This is an optimization exercise on Yosys and OpenROAD, whose aim is small area and a short achievable clock period, not a production implementation. In this exercise RTL edits were held to simulation tests only and were not proved equivalent to the original. Power is estimated from default activity; no workload was simulated.

north:
## DCIM
module DCIM (
    input clk,
    input rst_n,
    input in_valid,
    input [127:0] in_data1,
    input [127:0] in_data2,
    input [127:0] in_data3,
    input [127:0] in_data4,
    output reg out_valid,
    output reg [12:0] O1,
    output reg [12:0] O2,
    output reg [12:0] O3,
    output reg [12:0] O4
);
reg [5:1] v;
reg [1:0] cnt1;
reg [1:0] cnt2;
reg [1:0] cnt3;
reg [1:0] cnt4;
reg l5, l6;
reg keep1;
reg keep2;
reg keep3;
reg keep4;
always @(posedge clk or negedge rst_n) begin
    if (!rst_n) begin
        v <= 5'd0; l5 <= 1'b0; l6 <= 1'b0; out_valid <= 1'b0; O1 <= 13'd0; cnt1 <= 2'd0; keep1 <= 1'b0; O2 <= 13'd0; cnt2 <= 2'd0; keep2 <= 1'b0; O3 <= 13'd0; cnt3 <= 2'd0; keep3 <= 1'b0; O4 <= 13'd0; cnt4 <= 2'd0; keep4 <= 1'b0;
    end else begin
        v <= {v[4:1], in_valid};
        if (v[5]) begin cnt1 <= cnt1 + 2'd1; keep1 <= ~(&cnt1); end
        if (v[5]) begin cnt2 <= cnt2 + 2'd1; keep2 <= ~(&cnt2); end
        if (v[5]) begin cnt3 <= cnt3 + 2'd1; keep3 <= ~(&cnt3); end
        if (v[5]) begin cnt4 <= cnt4 + 2'd1; keep4 <= ~(&cnt4); end
        l5 <= v[5] & (&cnt1);
        l6 <= l5;
        out_valid <= l6;
        O1 <= l6 ? Q1 : 13'd0;
        O2 <= l6 ? Q2 : 13'd0;
        O3 <= l6 ? Q3 : 13'd0;
        O4 <= l6 ? Q4 : 13'd0;
    end
end
wire c1_s1 = in_data1[0] ^ in_data1[4] ^ in_data1[8];
wire c1_c1 = (in_data1[0] & in_data1[4]) | (in_data1[8] & (in_data1[0] ^ in_data1[4]));
wire c1_s2 = in_data1[12] ^ in_data1[16] ^ in_data1[20];
wire c1_c2 = (in_data1[12] & in_data1[16]) | (in_data1[20] & (in_data1[12] ^ in_data1[16]));
wire c1_s3 = in_data1[24] ^ in_data1[28] ^ in_data1[32];
wire c1_c3 = (in_data1[24] & in_data1[28]) | (in_data1[32] & (in_data1[24] ^ in_data1[28]));
  ...
For scale: ~1,900 cells after synthesis, ~660 flip-flops, roughly 570 I/O pins, about 29,000 um^2 of cells after synthesis.
clock: 2.4 ns
lec_check: 0
abc_area: 1
cap_margin: 20
core_margin: 2
core_utilization: 60
cts_cluster_diameter: 80
cts_cluster_size: 30
setup_slack_margin: 0.8
slew_margin: 20
standard.sh (not shown) runs the stock make flow with config.mk's settings and CLKGATE_MAP_FILE= SYNTH_SCRIPT=/design/flow/synth_recipe.tcl, a recipe that flattens the netlist after the stock synthesis.
==> flow/flow/run.sh <==
#!/bin/bash
# Standard ORFS layout with two changes:
#  - SYNTH_ARGS=-noabc: skip the abc -fast inside Yosys's generic synth, so the
#    full adders written in the RTL reach extract_fa in their plain polarity
#    (no inverters around every full adder); the final liberty abc still runs.
#  - port buffers use buf_1.
set -euo pipefail
bash standard.sh SYNTH_ARGS=-noabc "BUFFER_PORTS_ARGS=-buffer_cell sky130_fd_sc_hd__buf_1" finish > flow_make.log 2>&1
Here is what was changed in the inputs of south compared with north.
- CORE_UTILIZATION changed from 60 to 55
- ABC_AREA removed (was 1)
[summary]
Diff south..north | critical path arrival | negligible. Measured against each other, south and north differ in normalized max-slew margin, the higher figure coming from south. Upper clock frequency limit delta (south − north): favourable.


red:
DCIM again, from the RTL that the note above started with.
==> flow/config.mk <==
export PLATFORM = sky130hd
export DESIGN_NAME = DCIM
export DESIGN_NICKNAME = DCIM
export VERILOG_FILES = /design/flow/design.v
export SDC_FILE = /design/flow/constraint.sdc
export NUM_CORES = 4
export LEC_CHECK = 0
export CAP_MARGIN = 20
export CORE_MARGIN = 2
export CORE_UTILIZATION = 60
export CTS_CLUSTER_DIAMETER = 80
export CTS_CLUSTER_SIZE = 30
export SETUP_SLACK_MARGIN = 0.76
export SLEW_MARGIN = 20
==> flow/constraint.sdc <==
create_clock -name core_clock -period 2.4 [get_ports {clk}]
set_input_delay 0.4800 -clock core_clock [delete_from_list [all_inputs] [get_ports {clk}]]
set_output_delay 0.4800 -clock core_clock [all_outputs]
set_load 0.01 [all_outputs]
Scripts as last shown in full above: flow/flow/run.sh
Modified inputs, blue compared to red
Settings: GPL_TIMING_DRIVEN: unset -> 0; SETUP_SLACK_MARGIN: 0.76 -> 0.8.
## What came out
blue was carried through to the last stage, and its layout satisfied the timing, design-rule and antenna checks. A cell with the largest stage delay on the worst path of sky130_fd_sc_hd__fa_1 is what red shows, while sky130_fd_sc_hd__dfrtp_1 belongs to blue. Compare red and blue | highest achievable clock rate higher: blue. Between blue and red, the area taken by multi-input logic gates figures differ only marginally. Diff blue..red | clock network area share | negligible. blue ended with less proportion of cell area occupied by multi-input gates than red. blue has more setup slack than red. Compared with red, blue shows a overall power that is about 1% higher. Going from red to blue, the count of buffers not belonging to the clock network in the layout was found to have gone up by 20. blue -> red: clock skew flat. blue improves on red in normalized max-slew margin. blue vs red on total routed wire length on the met1 layer: blue is the lower one.

## afterwards: timing with drivers on the ports
No port has a modelled driver above. Below, the same layouts with a new extraction and two added sets of constraints. Step 1 sets driving cells, clkbuf_16 on the clock port and buf_2 on the other inputs (assumed; they add their load-dependent delay and slew). Step 2 also shifts input and output timing later by t, the mid clock arrival at the registers, as if the neighbouring blocks saw the same clock. Three values: ideal, step 1, step 2; two values: the first two.
run	shift t [ns]	slack for setup (ns)	worst hold slack (ns)	worst setup path after step 2	slew at the worst register clock pin (ns)	worst data-port slew with drivers (ns)
north	0.649	0.738 / 0.680 / 0.246	0.197 / 0.189 / 0.322	input to register	0.11 / 0.11	0.05
south	0.655	0.746 / 0.685 / 0.265	0.197 / 0.166 / 0.323	input to register	0.11 / 0.11	0.06
red	0.661	0.742 / 0.692 / 0.132	0.012 / -0.026 / 0.331	input to register	0.11 / 0.11	0.09
blue	0.663	0.771 / 0.706 / 0.157	0.191 / 0.173 / 0.328	input to register	0.11 / 0.11	0.12
After both steps every run listed still meets setup and hold. The setup slack of blue, which loses most, moves by -0.065 ns with the drivers and by -0.614 ns with both steps.
